Background: an optimization exercise with open tools, aiming at small area, a short achievable clock period and few clock cycles per item. Do not read the settings as production practice. At most, simulation tests tie the RTL to the original design; equivalence was not proved.

==> job 1794 <==
==> flow/design.v (excerpt) <==
module mm_top(
    input  logic       clk,
    input  logic       rst,
    input  logic       read,
    input  logic       start,
    input  logic [7:0] in_data,
    input  logic [2:0] ram_slot,
    output logic       finish,
    output logic [8:0] out_data
);
    localparam int W0 = 17, W1 = 17, W2 = 15, W3 = 13;
    localparam int RW = W0 + W1 + W2 + W3;   
    localparam int O1 = W0, O2 = W0 + W1, O3 = W0 + W1 + W2;
    typedef enum logic [1:0] {IDLE = 2'd0, COMP = 2'd1, READ = 2'd2} state_t;
    state_t     state;
    logic [4:0] cnt;         
    logic [2:0] slot_q;      
    logic       fin_q;
    logic [1:0] g;           
    wire idle    = (state == IDLE);
    wire cmd_c   = idle && start;
    wire cmd_r   = idle && !start && read;
    always_ff @(posedge clk) begin
        g <= g + 2'd1;
        if (rst) begin
            state <= IDLE;
            cnt   <= 5'd0;
            fin_q <= 1'b0;
        end else begin
            fin_q <= (state == COMP) && (cnt == 5'd30);
            case (state)
                IDLE: begin
                    cnt <= cmd_c ? 5'd1 : 5'd0;
                    if (cmd_c) state <= COMP;
                    else if (cmd_r) state <= READ;
                end
                COMP: begin
                    cnt <= cnt + 5'd1;
                    if (cnt == 5'd31) state <= IDLE;
                end
                default: begin
                    cnt <= cnt + 5'd1;
                    if (cnt == 5'd31) state <= IDLE;
                end
            endcase
        end
    end
    always_ff @(posedge clk) begin
        if (idle) slot_q <= ram_slot;
    end
    assign finish = fin_q;
    logic [7:0] din_q;
    logic       v1, v2;
    logic [4:0] n1, n2;
    logic [2:0] d1, d2;
    wire in_valid = !rst && (cmd_c || state == COMP);
    wire [4:0] in_n = idle ? 5'd0 : cnt;
    wire [2:0] in_d = idle ? ram_slot : slot_q;
    always_ff @(posedge clk) begin
        din_q <= in_data;
        v1 <= in_valid;
        n1 <= in_n;
        d1 <= in_d;
        v2 <= v1;
        n2 <= n1;
        d2 <= d1;
    end
    function automatic logic [27:0] crow(input logic [2:0] k);
        case (k)
            3'd0: crow = {7'd1,  7'd18, 7'd8,   7'd3};
            3'd1: crow = {7'd10, 7'd40, 7'd125, 7'd22};
            3'd2: crow = {7'd4,  7'd3,  7'd2,   7'd121};
  ...
==> module mm_top, before the edit <==
module mm_top(
    input  logic       clk,
    input  logic       rst,
    input  logic       read,
    input  logic       start,
    input  logic [7:0] in_data,
    input  logic [2:0] ram_slot,
    output logic       finish,
    output logic [8:0] out_data
);
    localparam int W0 = 17, W1 = 17, W2 = 15, W3 = 13;
    localparam int RW = W0 + W1 + W2 + W3;   
    localparam int O1 = W0, O2 = W0 + W1, O3 = W0 + W1 + W2;
    typedef enum logic [1:0] {IDLE = 2'd0, COMP = 2'd1, READ = 2'd2} state_t;
    state_t     state;
    logic [4:0] cnt;         
    logic [2:0] slot_q;      
    logic       fin_q;
    logic [1:0] g;           
    wire idle    = (state == IDLE);
    wire cmd_c   = idle && start;
    wire cmd_r   = idle && !start && read;
    always_ff @(posedge clk) begin
        g <= g + 2'd1;
        if (rst) begin
            state <= IDLE;
            cnt   <= 5'd0;
            fin_q <= 1'b0;
        end else begin
            fin_q <= (state == COMP) && (cnt == 5'd30);
            case (state)
                IDLE: begin
                    cnt <= cmd_c ? 5'd1 : 5'd0;
                    if (cmd_c) state <= COMP;
                    else if (cmd_r) state <= READ;
                end
                COMP: begin
                    cnt <= cnt + 5'd1;
                    if (cnt == 5'd31) state <= IDLE;
                end
                default: begin
                    cnt <= cnt + 5'd1;
                    if (cnt == 5'd31) state <= IDLE;
                end
            endcase
        end
    end
    always_ff @(posedge clk) begin
        if (idle) slot_q <= ram_slot;
    end
    assign finish = fin_q;
    logic [7:0] din_q;
    logic       v1, v2;
    logic [4:0] n1, n2;
    logic [2:0] d1, d2;
    wire in_valid = !rst && (cmd_c || state == COMP);
    wire [4:0] in_n = idle ? 5'd0 : cnt;
    wire [2:0] in_d = idle ? ram_slot : slot_q;
    always_ff @(posedge clk) begin
        din_q <= in_data;
        v1 <= in_valid;
        n1 <= in_n;
        d1 <= in_d;
        v2 <= v1;
        n2 <= n1;
        d2 <= d1;
    end
    function automatic logic [27:0] crow(input logic [2:0] k);
        case (k)
            3'd0: crow = {7'd1,  7'd18, 7'd8,   7'd3};
            3'd1: crow = {7'd10, 7'd40, 7'd125, 7'd22};
            3'd2: crow = {7'd4,  7'd3,  7'd2,   7'd121};
            3'd3: crow = {7'd0,  7'd2,  7'd4,   7'd127};
            3'd4: crow = {7'd2,  7'd16, 7'd120, 7'd8};
            3'd5: crow = {7'd12, 7'd9,  7'd6,   7'd3};
            3'd6: crow = {7'd1,  7'd1,  7'd1,   7'd1};
            default: crow = {7'd2, 7'd2, 7'd2,  7'd2};
        endcase
    endfunction
    wire [2:0] k1 = n1[4:2];
    logic [14:0] p0, p1, p2, p3;
    wire [27:0] cr = crow(k1);
    always_ff @(posedge clk) begin
        p0 <= 15'(din_q) * 15'(cr[6:0]);
        p1 <= 15'(din_q) * 15'(cr[13:7]);
        p2 <= 15'(din_q) * 15'(cr[20:14]);
        p3 <= 15'(din_q) * 15'(cr[27:21]);
    end
    logic [RW-1:0] acc [0:3];
    wire first2 = (n2[4:2] == 3'd0);
    wire last2  = (n2[4:2] == 3'd7);
    wire [RW-1:0] ah = first2 ? '0 : acc[0];
    wire [W0-1:0] s0 = ah[O1-1:0]  + W0'(p0);
    wire [W1-1:0] s1 = ah[O2-1:O1] + W1'(p1);
    wire [W2-1:0] s2 = ah[O3-1:O2] + W2'(p2);
    wire [W3-1:0] s3 = ah[RW-1:O3] + W3'(p3);
    wire [RW-1:0] sum = {s3, s2, s1, s0};
    always_ff @(posedge clk) begin
        acc[0] <= acc[1];
        acc[1] <= acc[2];
        acc[2] <= acc[3];
        acc[3] <= sum;
    end
    wire wr = v2 && last2;
    wire [4:0] u_nx = idle ? 5'd0 : (cnt + 5'd1);
    wire [1:0] ri = u_nx[2:1];
    wire [1:0] rj = u_nx[4:3];
    wire       rh = u_nx[0];
    wire [2:0] rslot = idle ? ram_slot : slot_q;
    logic [8:0] slot_out [0:7];
    for (genvar x = 0; x < 8; x++) begin : g_slot
        logic [RW-1:0] ring0, ring1, ring2, ring3;
        logic [1:0] base;    
        wire we = wr && (d2 == 3'(x));
        always_ff @(posedge clk) begin
            ring0 <= ring1;
            ring1 <= ring2;
            ring2 <= ring3;
            ring3 <= we ? sum : ring0;
            if (we && n2[1:0] == 2'd0) base <= g;
        end
        wire [1:0] pos = base + ri - g;
        logic [RW-1:0] row;
        always_comb begin
            case (pos)
                2'd0: row = ring0;
                2'd1: row = ring1;
                2'd2: row = ring2;
                default: row = ring3;
            endcase
        end
        logic [16:0] word;
        always_comb begin
            case (rj)
                2'd0: word = row[O1-1:0];
                2'd1: word = row[O2-1:O1];
                2'd2: word = 17'(row[O3-1:O2]);
                default: word = 17'(row[RW-1:O3]);
            endcase
        end
        assign slot_out[x] = rh ? {1'b0, word[16:9]} : word[8:0];
    end
    logic [8:0] out_q;
    always_ff @(posedge clk) begin
        out_q <= slot_out[rslot];
    end
    assign out_data = out_q;
endmodule
Settings: LEC_CHECK=0, CAP_MARGIN=20, CORE_MARGIN=2, CORE_UTILIZATION=40, SLEW_MARGIN=20; clock period 10.0 ns.
run.sh (not shown) runs the stock make flow with config.mk's settings and CLKGATE_MAP_FILE= SYNTH_SCRIPT=/design/flow/synth_recipe.tcl, a recipe that flattens the netlist after the stock synthesis.
==> job 4210 (differences from job 1794) <==
==> flow/design.v (replaced) <==
module mm_top(
    input  logic       clk,
    input  logic       rst,
    input  logic       read,
    input  logic       start,
    input  logic [7:0] in_data,
    input  logic [2:0] ram_slot,
    output logic       finish,
    output logic [8:0] out_data
);
    localparam int W0 = 17, W1 = 17, W2 = 15, W3 = 13;
    localparam int RW = W0 + W1 + W2 + W3;   
    localparam int O1 = W0, O2 = W0 + W1, O3 = W0 + W1 + W2;
    typedef enum logic [1:0] {IDLE = 2'd0, COMP = 2'd1, READ = 2'd2} state_t;
    state_t     state, state_n;
    logic [4:0] u, u_n;      
    logic [2:0] slot_q;      
    logic       fin_q;
    logic [1:0] g;           
    wire idle  = (state == IDLE);
    wire cmd_c = idle && start;
    wire cmd_r = idle && !start && read;
    always_comb begin
        state_n = state;
        u_n = u + 5'd1;
        case (state)
            IDLE: begin
                u_n = (cmd_c || cmd_r) ? 5'd1 : 5'd0;
                if (cmd_c) state_n = COMP;
                else if (cmd_r) state_n = READ;
            end
            COMP: if (u == 5'd31) state_n = IDLE;
            default: if (u == 5'd0) begin
                state_n = IDLE;
                u_n = 5'd0;
            end
        endcase
        if (rst) begin
            state_n = IDLE;
            u_n = 5'd0;
        end
    end
    always_ff @(posedge clk) begin
        g <= g + 2'd1;
        state <= state_n;
        u <= u_n;
        fin_q <= !rst && (state == COMP) && (u == 5'd30);
        if (idle) slot_q <= ram_slot;
    end
    assign finish = fin_q;
    logic [7:0] din_q;
    logic       v1, v2;
    logic [4:0] n1, n2;
    logic [2:0] d1, d2;
    logic [2:0] hs_q;        
    logic [7:0] we_q;        
    always_ff @(posedge clk) begin
        din_q <= in_data;
        v1 <= !rst && (cmd_c || state == COMP);
        n1 <= u;
        d1 <= idle ? ram_slot : slot_q;
        v2 <= v1;
        n2 <= n1;
        d2 <= d1;
        hs_q <= (!rst && (cmd_c || state == COMP)) ? (idle ? ram_slot : slot_q) : slot_q;
        for (int x = 0; x < 8; x++) we_q[x] <= v1 && (d1 == 3'(x));
    end
    function automatic logic [27:0] crow(input logic [2:0] k);
        case (k)
            3'd0: crow = {7'd1,  7'd18, 7'd8,   7'd3};
            3'd1: crow = {7'd10, 7'd40, 7'd125, 7'd22};
            3'd2: crow = {7'd4,  7'd3,  7'd2,   7'd121};
            3'd3: crow = {7'd0,  7'd2,  7'd4,   7'd127};
            3'd4: crow = {7'd2,  7'd16, 7'd120, 7'd8};
            3'd5: crow = {7'd12, 7'd9,  7'd6,   7'd3};
            3'd6: crow = {7'd1,  7'd1,  7'd1,   7'd1};
            default: crow = {7'd2, 7'd2, 7'd2,  7'd2};
        endcase
    endfunction
    wire [27:0] cr = crow(n1[4:2]);
    logic [14:0] p0, p1, p2, p3;
    always_ff @(posedge clk) begin
        p0 <= 15'(din_q) * 15'(cr[6:0]);
        p1 <= 15'(din_q) * 15'(cr[13:7]);
        p2 <= 15'(din_q) * 15'(cr[20:14]);
        p3 <= 15'(din_q) * 15'(cr[27:21]);
    end
    wire last2  = (n2[4:2] == 3'd7);
    logic [RW-1:0] nheads [0:7];
    logic [1:0]    bases [0:7];
    logic [8:0]    sp_out [0:7];
    logic [RW-1:0] head_q;
    always_ff @(posedge clk) head_q <= (v1 && n1[4:2] == 3'd0) ? '0 : nheads[hs_q];
    wire  [RW-1:0] head = head_q;
    wire [RW-1:0] ah = head;
    wire [W0-1:0] s0 = ah[O1-1:0]  + W0'(p0);
    wire [W1-1:0] s1 = ah[O2-1:O1] + W1'(p1);
    wire [W2-1:0] s2 = ah[O3-1:O2] + W2'(p2);
    wire [W3-1:0] s3 = ah[RW-1:O3] + W3'(p3);
    wire [RW-1:0] sum = {s3, s2, s1, s0};
    wire [4:0] u_p1 = u + 5'd1;
    wire       rd   = (state == READ);
    wire [1:0] i_n  = (rd && !rst) ? u_p1[2:1] : 2'd0;
    logic sp_use, sp_h;
    always_ff @(posedge clk) begin
        sp_use <= !(rd && !rst && u_p1[4:3] != 2'd0);
        sp_h   <= u_n[0];
    end
    for (genvar x = 0; x < 8; x++) begin : g_slot
        logic [RW-1:0] ring0, ring1, ring2, ring3;
        logic [1:0] base;    
        logic [1:0] pos;     
        wire we = we_q[x];
        always_ff @(posedge clk) begin
            ring0 <= ring1;
            ring1 <= ring2;
            ring2 <= ring3;
            ring3 <= we ? sum : ring0;
            if (we && last2 && n2[1:0] == 2'd0) base <= g;
            pos <= base + i_n - g - 2'd1;
        end
        assign nheads[x] = ring1;
        assign bases[x] = base;
        logic [16:0] c0;
        always_comb begin
            case (pos)
                2'd0: c0 = ring0[16:0];
                2'd1: c0 = ring1[16:0];
                2'd2: c0 = ring2[16:0];
                default: c0 = ring3[16:0];
            endcase
        end
        assign sp_out[x] = sp_h ? {1'b0, c0[16:9]} : c0[8:0];
    end
    wire [1:0] hrow_n = g + 2'd1 - bases[slot_q];
    wire [5:0] m_a = 6'((6'(u) + 6'd3) >> 1);
    wire [5:0] m_b = m_a + 6'd1;
    wire rd_n = rd;
    wire ok_a = rd_n && m_a >= 6'd4 && m_a <= 6'd15 && m_a[1:0] == hrow_n;
    wire ok_b = rd_n && m_b >= 6'd4 && m_b <= 6'd15 && m_b[1:0] == hrow_n;
    wire [5:0] m_f = ok_a ? m_a : m_b;
    logic f_en0, f_en1;
    logic [1:0] f_col;
    always_ff @(posedge clk) begin
        f_en0 <= (ok_a || ok_b) && !m_f[0];
        f_en1 <= (ok_a || ok_b) &&  m_f[0];
        f_col <= m_f[3:2];
    end
    logic [16:0] hcol;
    always_comb begin
        case (f_col)
            2'd0: hcol = head[O1-1:0];
            2'd1: hcol = head[O2-1:O1];
            2'd2: hcol = 17'(head[O3-1:O2]);
            default: hcol = 17'(head[RW-1:O3]);
        endcase
    end
    logic [16:0] hold0, hold1;
    logic [7:0]  hi_q;
    logic [8:0]  out_q;
    logic        o_par;
    always_ff @(posedge clk) o_par <= u_p1[1];
    wire  [16:0] hold_m = o_par ? hold1 : hold0;
    wire  [2:0]  rslot = idle ? ram_slot : slot_q;
    always_ff @(posedge clk) begin
        if (f_en0) hold0 <= hcol;
        if (f_en1) hold1 <= hcol;
        hi_q <= hold_m[16:9];
        if (sp_use)     out_q <= sp_out[rslot];
        else if (!sp_h) out_q <= hold_m[8:0];
        else            out_q <= {1'b0, hi_q};
    end
    assign out_data = out_q;
endmodule
==> flow/flow/run.sh (new file) <==
#!/bin/bash
set -euo pipefail
bash standard.sh SETUP_SLACK_MARGIN=6.4 finish > standard_flow.log 2>&1
==> flow/standard.sh (new file) <==
#!/bin/bash
# synth_recipe.tcl (not shown) runs the flow's synth.tcl, then flattens the netlist and writes it again
# the make line also repeats each setting of config.mk as NAME=value (left out here)
make -C /OpenROAD-flow-scripts/flow DESIGN_CONFIG=/design/flow/config.mk WORK_HOME=/design/flow/orfs CLKGATE_MAP_FILE= SYNTH_SCRIPT=/design/flow/synth_recipe.tcl "${@:-finish}"
ABC_CLOCK_PERIOD_IN_PS = 3000   (was unset)
removed: flow/run.sh
==> job 9439 (differences from job 1794) <==
--- a/flow/design.v
+++ b/flow/design.v
@@ -88,6 +88,11 @@
     end
-    logic [RW-1:0] acc [0:3];
     wire first2 = (n2[4:2] == 3'd0);
     wire last2  = (n2[4:2] == 3'd7);
-    wire [RW-1:0] ah = first2 ? '0 : acc[0];
+    wire [2:0] hsel = v2 ? d2 : slot_q;
+    logic [RW-1:0] heads [0:7];
+    logic [1:0]    bases [0:7];
+    logic [16:0]   col0s [0:7];
+    wire  [RW-1:0] head = heads[hsel];
+    wire  [1:0]    hbase = bases[hsel];
+    wire [RW-1:0] ah = first2 ? '0 : head;
     wire [W0-1:0] s0 = ah[O1-1:0]  + W0'(p0);
@@ -97,15 +102,7 @@
     wire [RW-1:0] sum = {s3, s2, s1, s0};
-    always_ff @(posedge clk) begin
-        acc[0] <= acc[1];
-        acc[1] <= acc[2];
-        acc[2] <= acc[3];
-        acc[3] <= sum;
-    end
-    wire wr = v2 && last2;
-    wire [4:0] u_nx = idle ? 5'd0 : (cnt + 5'd1);
-    wire [1:0] ri = u_nx[2:1];
-    wire [1:0] rj = u_nx[4:3];
-    wire       rh = u_nx[0];
+    wire [4:0] u_nx = idle ? 5'd0 : (cnt + 5'd1);    
+    wire [1:0] sp_i = u_nx[2:1];
+    wire       sp_h = u_nx[0];
     wire [2:0] rslot = idle ? ram_slot : slot_q;
-    logic [8:0] slot_out [0:7];
+    logic [8:0] sp_out [0:7];
     for (genvar x = 0; x < 8; x++) begin : g_slot
@@ -113,3 +110,3 @@
         logic [1:0] base;    
-        wire we = wr && (d2 == 3'(x));
+        wire we = v2 && (d2 == 3'(x));
         always_ff @(posedge clk) begin
@@ -119,28 +116,46 @@
             ring3 <= we ? sum : ring0;
-            if (we && n2[1:0] == 2'd0) base <= g;
+            if (we && last2 && n2[1:0] == 2'd0) base <= g;
         end
-        wire [1:0] pos = base + ri - g;
-        logic [RW-1:0] row;
+        assign heads[x] = ring0;
+        assign bases[x] = base;
+        wire [1:0] pos = base + sp_i - g;
+        logic [16:0] c0;
         always_comb begin
             case (pos)
-                2'd0: row = ring0;
-                2'd1: row = ring1;
-                2'd2: row = ring2;
-                default: row = ring3;
+                2'd0: c0 = ring0[16:0];
+                2'd1: c0 = ring1[16:0];
+                2'd2: c0 = ring2[16:0];
+                default: c0 = ring3[16:0];
             endcase
         end
-        logic [16:0] word;
-        always_comb begin
-            case (rj)
-                2'd0: word = row[O1-1:0];
-                2'd1: word = row[O2-1:O1];
-                2'd2: word = 17'(row[O3-1:O2]);
-                default: word = 17'(row[RW-1:O3]);
-            endcase
-        end
-        assign slot_out[x] = rh ? {1'b0, word[16:9]} : word[8:0];
+        assign sp_out[x] = sp_h ? {1'b0, c0[16:9]} : c0[8:0];
     end
-    logic [8:0] out_q;
+    wire [5:0] d   = 6'(cnt) + 6'd1;           
+    wire [4:0] m_a = 5'((d + 6'd2) >> 1);
+    wire [4:0] m_b = m_a + 5'd1;
+    wire [1:0] hrow = g - hbase;               
+    wire ok_a = (state == READ) && m_a >= 5'd4 && m_a <= 5'd15 && m_a[1:0] == hrow;
+    wire ok_b = (state == READ) && m_b >= 5'd4 && m_b <= 5'd15 && m_b[1:0] == hrow;
+    wire [4:0] m_f = ok_a ? m_a : m_b;
+    logic [16:0] hcol;
+    always_comb begin
+        case (m_f[3:2])
+            2'd0: hcol = head[O1-1:0];
+            2'd1: hcol = head[O2-1:O1];
+            2'd2: hcol = 17'(head[O3-1:O2]);
+            default: hcol = 17'(head[RW-1:O3]);
+        endcase
+    end
+    logic [16:0] hold0, hold1;
+    logic [7:0]  hi_q;
+    logic [8:0]  out_q;
+    wire  [3:0]  m_nx = u_nx[4:1];
+    wire  [16:0] hold_m = m_nx[0] ? hold1 : hold0;
     always_ff @(posedge clk) begin
-        out_q <= slot_out[rslot];
+        if ((ok_a || ok_b) && !m_f[0]) hold0 <= hcol;
+        if ((ok_a || ok_b) &&  m_f[0]) hold1 <= hcol;
+        hi_q <= hold_m[16:9];
+        if (m_nx < 4'd4) out_q <= sp_out[rslot];
+        else if (!sp_h)  out_q <= hold_m[8:0];
+        else             out_q <= {1'b0, hi_q};
     end
==> flow_metrics.env <==
export IMPL_outcome="timing/DRC/antenna clean"
export IMPL_syn_avg_cell_area_um2=12.33
export IMPL_cts_resized=96
export IMPL_grt_use_met1=0.2901
export IMPL_comb_power_mw=4.95
export IMPL_dpl_cell_area_um2=76150
export IMPL_cp_required_ns=10.78
(the above is from job 4210)
==> flow_metrics.env <==
export IMPL_outcome="timing/DRC/antenna clean"
export IMPL_syn_avg_cell_area_um2=11.43
export IMPL_grt_use_met1=0.3049
export IMPL_dpl_cell_area_um2=70810
(the above is from job 9439)
==> flow_metrics.env <==
export IMPL_outcome="timing/DRC/antenna clean"
export IMPL_cp_required_ns=10.71
export IMPL_multi_input_area_share=0.3341
export IMPL_nets=7123
export IMPL_syn_avg_cell_area_um2=11.66
export IMPL_async_flop_share=0
export IMPL_fin_crit_ns=6.203
export IMPL_comb_power_uw=943
export IMPL_cts_resized=0
(the above is from job 1794)
Testbench counts of job 1794, summed over its fixed seeds: cycles 12,480, items 192.
Testbench counts of job 9439, summed over its fixed seeds: cycles 12,480, items 192.
The RTL of job 4210 was laid out without a check of its function.

==> re-timing with driven ports <==
The results above use ideal ports. As a check the final layouts listed here were re-extracted and re-timed, cells and wires unchanged.
Step 1, drivers: a clkbuf_16 drives clk and a buf_2 each remaining input, both assumed.
Step 2 times the ports against the registers' clock, not the clock port: input delays grow and output delays shrink by t, the midpoint of the rising clock arrivals with the driver on.
a / b / c = ideal ports / drivers / drivers and shift; a / b = the first two.
| run | shift t [ns] | setup slack, ns | worst register clock-pin slew, ns |
|---|---|---|---|
| job 1794 | 0.954 | 3.797 / 3.797 / 3.797 | 0.07 / 0.07 |
| job 4210 | 0.907 | 5.695 / 5.695 / 5.570 | 0.07 / 0.07 |
| job 9439 | 0.890 | 3.560 / 3.560 / 3.560 | 0.07 / 0.07 |
After both steps setup and hold are still met in every run listed. The setup slack of job 4210, which loses most, moves by 0.000 ns with the drivers and by -0.125 ns with both steps.
